This is an optimization exercise on Yosys and OpenROAD, whose aim is small area, not a production implementation.
In this exercise RTL edits were held to simulation tests only and were not proved equivalent to the original.
No driver is modelled on the clock port, so clock power and skew are understated where the tree is cut down; a real chip needs a root buffer or a tree.
Power and IR drop assume default switching activity.

== the previous run ==
## top
module top(
    input wire clk,
    input wire rstn,
    input wire uart_rx,
    output wire uart_tx,
    input wire [3:0] switches,
    output wire spi_cs,
    output wire spi_dq0,
    input wire spi_dq1,
    output wire spi_dq2,
    output wire spi_dq3,
    output wire spi_sck,
    output wire speaker_mute,
    output wire mclk,
    input wire i2c_scl_i,
    output wire i2c_scl_o,
    output wire i2c_scl_t,
    input wire i2c_sda_i,
    output wire i2c_sda_o,
    output wire i2c_sda_t,
    output wire i2s_lrclk,
    output wire i2s_dacdat,
    input wire i2s_adcdat,
    output wire i2s_bclk,
    output wire [31:0] bram_addra,
    input wire [31:0] bram_douta,
    output wire bram_ena,
    output wire bram_rsta
    );
==> module top, before the edit <==
module top(
    input wire clk,
    input wire rstn,
    input wire uart_rx,
    output wire uart_tx,
    input wire [3:0] switches,
    output wire spi_cs,
    output wire spi_dq0,
    input wire spi_dq1,
    output wire spi_dq2,
    output wire spi_dq3,
    output wire spi_sck,
    output wire speaker_mute,
    output wire mclk,
    input wire i2c_scl_i,
    output wire i2c_scl_o,
    output wire i2c_scl_t,
    input wire i2c_sda_i,
    output wire i2c_sda_o,
    output wire i2c_sda_t,
    output wire i2s_lrclk,
    output wire i2s_dacdat,
    input wire i2s_adcdat,
    output wire i2s_bclk,
    output wire [31:0] bram_addra,
    input wire [31:0] bram_douta,
    output wire bram_ena,
    output wire bram_rsta
    );
    wire rst = ~rstn;
    assign speaker_mute = 1'b0;
    assign spi_cs = 1'b1;
    assign spi_dq0 = 1'b0;
    assign spi_dq2 = 1'b0;
    assign spi_dq3 = 1'b0;
    assign spi_sck = 1'b0;
    assign bram_rsta = 1'b0;
    assign bram_ena = 1'b1;
    assign i2c_scl_t = 1'b0;
    assign uart_tx = uart_rx;
    reg [2:0] mj;
    always @(posedge clk) begin
        if (rst) mj <= 3'b000;
        else mj <= {mj[1:0], ~mj[2]};
    end
    assign mclk = mj[2];
    reg [4:0] b;
    reg [1:0] v;
    reg [3:0] u;
    wire b_end = &b;
    wire step = b_end & v[1];            
    wire load = step & (&u[2:0]);        
    wire rise = load & ~u[3];
    always @(posedge clk) begin
        if (rst) begin
            b <= 5'd0;
            v <= 2'd0;
            u <= 4'd0;
        end else begin
            b <= b ^ {&b[3:0], &b[2:0], &b[1:0], b[0], 1'b1};
            if (b_end) v <= {v[0], ~v[1] & ~v[0]};
            if (step) u <= u ^ {&u[2:0], &u[1:0], u[0], 1'b1};
        end
    end
    assign i2s_bclk = b[4];
    assign i2s_lrclk = u[3];
    reg [11:0] k;
    wire [11:0] kinc;
    genvar gi;
    assign kinc[0] = 1'b1;
    generate for (gi = 1; gi < 12; gi = gi + 1) begin : kc
        assign kinc[gi] = &k[gi-1:0];
    end endgenerate
    always @(posedge clk) begin
        if (rst) k <= 12'd0;
        else if (rise) k <= (&k[11:7] & (&k[4:2])) ? 12'd0 : k ^ kinc;
    end
    assign bram_addra = {20'b0, k[11:2], 2'b0};
    reg [23:0] d;
    always @(posedge clk) begin
        if (load) d <= bram_douta[31:8];
    end
    reg [2:0] grp;
    always @(*) begin
        case (u[2:0])
            3'd0: grp = d[23:21];
            3'd1: grp = d[20:18];
            3'd2: grp = d[17:15];
            3'd3: grp = d[14:12];
            3'd4: grp = d[11:9];
            3'd5: grp = d[8:6];
            3'd6: grp = d[5:3];
            default: grp = d[2:0];
        endcase
    end
    wire dbit = v[1] ? grp[0] : (v[0] ? grp[1] : grp[2]);
    reg [3:0] t;
    reg [1:0] s;
    reg [3:0] n;
    wire tail = &s;
    wire h = u[0] ^ t[0] ^ tail;
    wire i2c_done = t[3] & t[0];
    wire hold = i2c_done & n[3];
    always @(posedge clk) begin
        if (rst) begin
            t <= 4'd0;
            s <= 2'd3;
            n <= 4'd8;
        end else if (step & ~hold) begin
            if (tail & n[3] & n[0]) begin
                n <= 4'd0;
                s <= 2'd0;
            end else if (h) begin
                if (n[3] & ~tail) begin
                    n <= 4'd0;
                    s <= {s[1] ^ s[0], ~s[0]};
                    if (s[1]) t <= t ^ {&t[2:0], &t[1:0], t[0], 1'b1};
                end else begin
                    n <= n ^ {&n[2:0], &n[1:0], n[0], 1'b1};
                end
            end
        end
    end
    wire [15:0] w;
    assign w[0] = (t[0] & t[2]) | (t[1]);
    assign w[1] = (t[0] & t[1] & ~t[2]);
    assign w[2] = (~t[0] & t[1]) | (t[1] & ~t[2]);
    assign w[3] = (t[0] & ~t[1] & t[2]);
    assign w[4] = (t[0] & ~t[2]) | (t[1] & ~t[2]);
    assign w[5] = (~t[0] & t[1] & t[2]) | (t[0] & ~t[1] & ~t[2]) | (t[3]);
    assign w[6] = (~t[0] & t[1] & t[2]) | (t[0] & ~t[1] & ~t[2]) | (t[3]);
    assign w[7] = (~t[0] & t[1] & t[2]);
    assign w[8] = (~t[0] & t[1] & t[2]) | (t[0] & t[1] & ~t[2]);
    assign w[9] = (~t[0] & ~t[1] & ~t[3]) | (t[0] & t[1]) | (t[0] & t[2]);
    assign w[10] = (~t[0] & t[1] & t[2]) | (t[0] & ~t[1]) | (~t[1] & ~t[2]);
    assign w[11] = (~t[0] & ~t[2]) | (~t[1]);
    assign w[12] = (~t[0] & ~t[1] & ~t[2] & ~t[3]) | (t[0] & t[1] & t[2]);
    assign w[13] = 1'b0;
    assign w[14] = 1'b0;
    assign w[15] = 1'b0;
    wire [7:0] cur = s[1] ? w[7:0] : (s[0] ? w[15:8] : 8'b00110100);
    wire tbit = cur[~n[2:0]];
    wire n_zero = ~|n;
    wire scl_w = h | (tail & ~n_zero);
    wire sdat_w = ~tail & n[3];
    wire sda_w = tail ? (~n_zero & ~(n[3] & n[0])) : (~n[3] & tbit);
    reg sda_dly;
    always @(posedge clk) sda_dly <= sda_w;
    assign i2c_scl_o = scl_w;
    assign i2c_sda_t = sdat_w;
    assign i2c_sda_o = sda_dly;
    wire valid = (|k) | i2c_done;
    assign i2s_dacdat = switches[0] ? i2s_adcdat : (valid & dbit);
endmodule
Settings: LEC_CHECK=0, CAP_MARGIN=20, CORE_MARGIN=2, CORE_UTILIZATION=40, SLEW_MARGIN=20; clock period 13.5 ns.
standard.sh (not shown) runs the stock make flow with config.mk's settings and CLKGATE_MAP_FILE= SYNTH_SCRIPT=/design/flow/synth_recipe.tcl, a recipe that flattens the netlist after the stock synthesis.
==> flow/flow/run.sh <==
#!/bin/bash
set -euo pipefail
export SKIP_REPAIR_TIE_FANOUT=1
export BUFFER_PORTS_ARGS="-buffer_cell sky130_fd_sc_hd__buf_1"
export CLOCK_LEAF_CELL=sky130_fd_sc_hd__clkbuf_8
export CLOCK_LEAVES=4
export PRE_CTS_TCL=$PWD/flow/cts_pre.tcl
bash standard.sh > standard.log 2>&1
Other scripts of this flow, unchanged in this note and not shown: flow/flow/cts_pre.tcl
[inputs] the current run vs the previous run
diff --git a/flow/design.v b/flow/design.v
--- a/flow/design.v
+++ b/flow/design.v
@@ -56,73 +56,61 @@
         if (rst) begin
             b <= 5'd0;
             v <= 2'd0;
             u <= 4'd0;
         end else begin
             b <= b ^ {&b[3:0], &b[2:0], &b[1:0], b[0], 1'b1};
-            if (b_end) v <= {v[0], ~v[1] & ~v[0]};
-            if (step) u <= u ^ {&u[2:0], &u[1:0], u[0], 1'b1};
+            v <= v ^ {b_end & (v[1] | v[0]), b_end & ~v[1]};
+            u <= u ^ {load, step & u[1] & u[0], step & u[0], step};
         end
     end
     assign i2s_bclk = b[4];
     assign i2s_lrclk = u[3];
     reg [11:0] k;
     wire [11:0] kinc;
     genvar gi;
-    assign kinc[0] = 1'b1;
+    assign kinc[0] = rise;
     generate for (gi = 1; gi < 12; gi = gi + 1) begin : kc
-        assign kinc[gi] = &k[gi-1:0];
+        assign kinc[gi] = kinc[gi-1] & k[gi-1];
     end endgenerate
     always @(posedge clk) begin
-        if (rst) k <= 12'd0;
-        else if (rise) k <= (&k[11:7] & (&k[4:2])) ? 12'd0 : k ^ kinc;
+        if (rst | (rise & (&k[11:7]) & (&k[4:2]))) k <= 12'd0;
+        else k <= k ^ kinc;
     end
     assign bram_addra = {20'b0, k[11:2], 2'b0};
     reg [23:0] d;
     always @(posedge clk) begin
         if (load) d <= bram_douta[31:8];
     end
-    reg [2:0] grp;
-    always @(*) begin
-        case (u[2:0])
-            3'd0: grp = d[23:21];
-            3'd1: grp = d[20:18];
-            3'd2: grp = d[17:15];
-            3'd3: grp = d[14:12];
-            3'd4: grp = d[11:9];
-            3'd5: grp = d[8:6];
-            3'd6: grp = d[5:3];
-            default: grp = d[2:0];
-        endcase
-    end
-    wire dbit = v[1] ? grp[0] : (v[0] ? grp[1] : grp[2]);
+    wire [7:0] col0 = {d[2], d[5], d[8], d[11], d[14], d[17], d[20], d[23]};
+    wire [7:0] col1 = {d[1], d[4], d[7], d[10], d[13], d[16], d[19], d[22]};
+    wire [7:0] col2 = {d[0], d[3], d[6], d[9], d[12], d[15], d[18], d[21]};
+    wire [7:0] col = v[1] ? col2 : (v[0] ? col1 : col0);
+    wire dbit = col[u[2:0]];
     reg [3:0] t;
     reg [1:0] s;
     reg [3:0] n;
     wire tail = &s;
     wire h = u[0] ^ t[0] ^ tail;
     wire i2c_done = t[3] & t[0];
     wire hold = i2c_done & n[3];
+    wire adv = step & ~hold;
+    wire wrap_t = adv & tail & n[3] & n[0];          
+    wire end_byte = adv & h & n[3] & ~tail;          
+    wire inc_n = adv & h & ~(n[3] & ~tail);
+    wire inc_t = end_byte & s[1];
     always @(posedge clk) begin
         if (rst) begin
             t <= 4'd0;
             s <= 2'd3;
             n <= 4'd8;
-        end else if (step & ~hold) begin
-            if (tail & n[3] & n[0]) begin
-                n <= 4'd0;
-                s <= 2'd0;
-            end else if (h) begin
-                if (n[3] & ~tail) begin
-                    n <= 4'd0;
-                    s <= {s[1] ^ s[0], ~s[0]};
-                    if (s[1]) t <= t ^ {&t[2:0], &t[1:0], t[0], 1'b1};
-                end else begin
-                    n <= n ^ {&n[2:0], &n[1:0], n[0], 1'b1};
-                end
-            end
+        end else begin
+            n <= n ^ {(inc_n & n[2] & n[1] & n[0]) | end_byte | wrap_t,
+                      inc_n & n[1] & n[0], inc_n & n[0], inc_n | wrap_t};
+            s <= s ^ {(end_byte & s[0]) | wrap_t, end_byte | wrap_t};
+            t <= t ^ {inc_t & t[2] & t[1] & t[0], inc_t & t[1] & t[0], inc_t & t[0], inc_t};
         end
     end
     wire [15:0] w;
     assign w[0] = (t[0] & t[2]) | (t[1]);
     assign w[1] = (t[0] & t[1] & ~t[2]);
     assign w[2] = (~t[0] & t[1]) | (t[1] & ~t[2]);
Notes after the runs:
- The current run completed; timing, DRC and antenna clean
- Summary of the current run over the previous run: complex-gate fraction of the synthesized area saw a decrease; relative contribution of combinational cells to total power saw little to no change; cell area after layout saw a decrease; worst-case reg-to-reg path depth saw an increase.
- Non-clock inverter count in the final layout in the current run is 11 lower than in the previous run
- In the flow results for the current run and the previous run, the multi-input gate share of total cell area is larger on the previous run.
- Of the current run and the previous run, the run reporting the higher tap cell count was the previous run.
- Re number of cell rows: the previous run was higher than the current run.
- The previous run and the current run ended up with roughly the same final critical-path share of the clock period.
- The current run vs the previous run, die outline width went down by about 1.2%.
- Placed wire-length estimate | the current run below the previous run
- Sequential share of layout area, the current run and the previous run: larger value in the current run
- Diff the previous run -> the current run: starting utilization of the core area +0.67 points, worst hold slack after final layout climbed 0.011 ns.
In every run of this note, the design's own scripts or RTL, not TritonCTS, make the clock network.

========
The RTL this note starts from:
==> flow/design.v <==
`timescale 1ns / 1ps
module top(
    input wire clk,
    input wire rstn,
    input wire uart_rx,
    output wire uart_tx,
    input wire [3:0] switches,
    output wire spi_cs,
    output wire spi_dq0,
    input wire spi_dq1,
    output wire spi_dq2,
    output wire spi_dq3,
    output wire spi_sck,
    output wire speaker_mute,
    output wire mclk,
    input wire i2c_scl_i,
    output wire i2c_scl_o,
    output wire i2c_scl_t,
    input wire i2c_sda_i,
    output wire i2c_sda_o,
    output wire i2c_sda_t,
    output wire i2s_lrclk,
    output wire i2s_dacdat,
    input wire i2s_adcdat,
    output wire i2s_bclk,
    output wire [31:0] bram_addra,
    input wire [31:0] bram_douta,
    output wire bram_ena,
    output wire bram_rsta
    );
    wire rst = ~rstn;
    assign speaker_mute = 1'b0;
    assign spi_cs = 1'b1;
    assign spi_dq0 = 1'b0;
    assign spi_dq2 = 1'b0;
    assign spi_dq3 = 1'b0;
    assign spi_sck = 1'b0;
    assign bram_rsta = 1'b0;
    assign bram_ena = 1'b1;
    assign i2c_scl_t = 1'b0;
    assign uart_tx = uart_rx;
    reg [2:0] mj;
    always @(posedge clk) begin
        if (rst) mj <= 3'b000;
        else mj <= {mj[1:0], ~mj[2]};
    end
    assign mclk = mj[2];
    reg [4:0] b;
    reg [1:0] v;
    reg [3:0] u;
    wire b_end = &b;
    wire step = b_end & v[1];            
    wire load = step & (&u[2:0]);        
    wire rise = load & ~u[3];
    always @(posedge clk) begin
        if (rst) begin
            b <= 5'd0;
            v <= 2'd0;
            u <= 4'd0;
        end else begin
            b <= b ^ {&b[3:0], &b[2:0], &b[1:0], b[0], 1'b1};
            v <= v ^ {b_end & (v[1] | v[0]), b_end & ~v[1]};
            u <= u ^ {load, step & u[1] & u[0], step & u[0], step};
        end
    end
    assign i2s_bclk = b[4];
    assign i2s_lrclk = u[3];
    reg [11:0] k;
    wire [11:0] kinc;
    genvar gi;
    assign kinc[0] = rise;
    generate for (gi = 1; gi < 12; gi = gi + 1) begin : kc
        assign kinc[gi] = kinc[gi-1] & k[gi-1];
    end endgenerate
    always @(posedge clk) begin
        if (rst | (rise & (&k[11:7]) & (&k[4:2]))) k <= 12'd0;
        else k <= k ^ kinc;
    end
    assign bram_addra = {20'b0, k[11:2], 2'b0};
    reg [23:0] d;
    always @(posedge clk) begin
        if (load) d <= bram_douta[31:8];
    end
    wire [7:0] col0 = {d[2], d[5], d[8], d[11], d[14], d[17], d[20], d[23]};
    wire [7:0] col1 = {d[1], d[4], d[7], d[10], d[13], d[16], d[19], d[22]};
    wire [7:0] col2 = {d[0], d[3], d[6], d[9], d[12], d[15], d[18], d[21]};
    wire [7:0] col = v[1] ? col2 : (v[0] ? col1 : col0);
    wire dbit = col[u[2:0]];
    reg [3:0] t;
    reg [1:0] s;
    reg [3:0] n;
    wire tail = &s;
    wire h = u[0] ^ t[0] ^ tail;
    wire i2c_done = t[3] & t[0];
    wire hold = i2c_done & n[2];
    wire adv = step & ~hold;
    wire wrap_t = adv & tail & n[3];                         
    wire end_byte = adv & h & ~tail & n[3] & (~s[1] | n[0]);  
    wire inc_n = adv & h & ~(~tail & n[3] & (~s[1] | n[0]));
    wire inc_t = end_byte & s[1];
    always @(posedge clk) begin
        if (rst) begin
            t <= 4'd0;
            s <= 2'd3;
            n <= 4'd7;
        end else begin
            n <= n ^ {(inc_n & n[2] & n[1] & n[0]) | end_byte | wrap_t,
                      inc_n & n[1] & n[0], inc_n & n[0], inc_n | (end_byte & n[0])};
            s <= s ^ {(end_byte & s[0]) | wrap_t, end_byte | wrap_t};
            t <= t ^ {inc_t & t[2] & t[1] & t[0], inc_t & t[1] & t[0], inc_t & t[0], inc_t};
        end
    end
    wire [15:0] w;
    assign w[0] = (t[0] & t[2]) | (t[1]);
    assign w[1] = (t[0] & t[1] & ~t[2]);
    assign w[2] = (~t[0] & t[1]) | (t[1] & ~t[2]);
    assign w[3] = (t[0] & ~t[1] & t[2]);
    assign w[4] = (t[0] & ~t[2]) | (t[1] & ~t[2]);
    assign w[5] = (~t[0] & t[1] & t[2]) | (t[0] & ~t[1] & ~t[2]) | (t[3]);
    assign w[6] = (~t[0] & t[1] & t[2]) | (t[0] & ~t[1] & ~t[2]) | (t[3]);
    assign w[7] = (~t[0] & t[1] & t[2]);
    assign w[8] = (~t[0] & t[1] & t[2]) | (t[0] & t[1] & ~t[2]);
    assign w[9] = (~t[0] & ~t[1] & ~t[3]) | (t[0] & t[1]) | (t[0] & t[2]);
    assign w[10] = (~t[0] & t[1] & t[2]) | (t[0] & ~t[1]) | (~t[1] & ~t[2]);
    assign w[11] = (~t[0] & ~t[2]) | (~t[1]);
    assign w[12] = (~t[0] & ~t[1] & ~t[2] & ~t[3]) | (t[0] & t[1] & t[2]);
    assign w[13] = 1'b0;
    assign w[14] = 1'b0;
    assign w[15] = 1'b0;
    wire [7:0] cur = s[1] ? w[7:0] : (s[0] ? w[15:8] : 8'b00110100);
    wire tbit = cur[~n[2:0]];
    wire scl_w = h | tail;
    wire sdat_w = ~tail & n[3] & ~n[0];
    wire sda_w = ~n[3] & (tail | tbit);
    reg sda_dly;
    always @(posedge clk) sda_dly <= sda_w;
    assign i2c_scl_o = scl_w;
    assign i2c_sda_t = sdat_w;
    assign i2c_sda_o = sda_dly;
    wire valid = (|k) | i2c_done;
    assign i2s_dacdat = switches[0] ? i2s_adcdat : (valid & dbit);
endmodule
Settings: LEC_CHECK=0, CAP_MARGIN=20, CORE_MARGIN=2, CORE_UTILIZATION=65, PLACE_DENSITY=0.75, SLEW_MARGIN=20; clock period 13.5 ns.
==> flow/flow/run.sh <==
#!/bin/bash
set -euo pipefail
export SKIP_REPAIR_TIE_FANOUT=1
export BUFFER_PORTS_ARGS="-buffer_cell sky130_fd_sc_hd__buf_1"
export CLOCK_LEAF_CELL=sky130_fd_sc_hd__clkbuf_16
export CLOCK_LEAVES=2
export PRE_CTS_TCL=$PWD/flow/cts_pre.tcl
bash standard.sh > standard.log 2>&1
Other scripts of this flow, unchanged in this note and not shown: flow/flow/cts_pre.tcl
Change:
--- a/flow/design.v
+++ b/flow/design.v
@@ -39,12 +39,11 @@
     assign bram_ena = 1'b1;
     assign i2c_scl_t = 1'b0;
     assign uart_tx = uart_rx;
-    reg [2:0] mj;
+    reg [1:0] m3;
     always @(posedge clk) begin
-        if (rst) mj <= 3'b000;
-        else mj <= {mj[1:0], ~mj[2]};
+        if (rst) m3 <= 2'd0;
+        else m3 <= {m3[0], ~m3[1] & ~m3[0]};
     end
-    assign mclk = mj[2];
     reg [4:0] b;
     reg [1:0] v;
     reg [3:0] u;
@@ -64,6 +63,7 @@
         end
     end
     assign i2s_bclk = b[4];
+    assign mclk = b[0] ^ m3[0];
     assign i2s_lrclk = u[3];
     reg [11:0] k;
     wire [11:0] kinc;
Outcome: Final area shrinks by about 1.6%; synthesized area shrinks by about 2%; sequential power barely changes; total power went down by 1.4%; die area shrinks by about 1.9%; core utilization went up by 2.1 points.
No run of this note takes its clock network from TritonCTS; it comes from the design's own scripts or RTL.

[afterwards: timing with drivers on the ports]
The flow's constraints put no driver on any port. The routed layouts listed below were extracted and timed again, unchanged, in two steps. Step 1 sets driving cells, clkbuf_16 on the clock port and buf_2 on the other inputs (assumed; they add their load-dependent delay and slew). Step 2, shift: input delay + t, output delay - t, t = (earliest + latest rising clock arrival at the registers) / 2. This alone moves slack from input paths to output paths. a / b / c = no drivers / after step 1 / after step 2; a / b = the first two.
run | shift t [ns] | slack for setup (ns) | worst hold slack (ns) | worst setup path at the end | pins driven straight from the clock port
the previous run | 0.208 | 7.479 / 7.459 / 7.459 | 0.416 / 0.416 / 0.416 | input to output | 4
the current run | 0.212 | 7.484 / 7.461 / 7.461 | 0.427 / 0.427 / 0.427 | input to output | 4
the first run of note 2 | 0.209 | 7.473 / 7.451 / 7.451 | 0.430 / 0.430 / 0.430 | input to output | 2
the second run of note 2 | 0.207 | 7.539 / 7.519 / 7.519 | 0.396 / 0.396 / 0.396 | input to output | 2
After both steps every run listed still meets setup and hold. The setup slack of the current run, which loses most, moves by -0.023 ns with the drivers and by -0.023 ns with both steps.
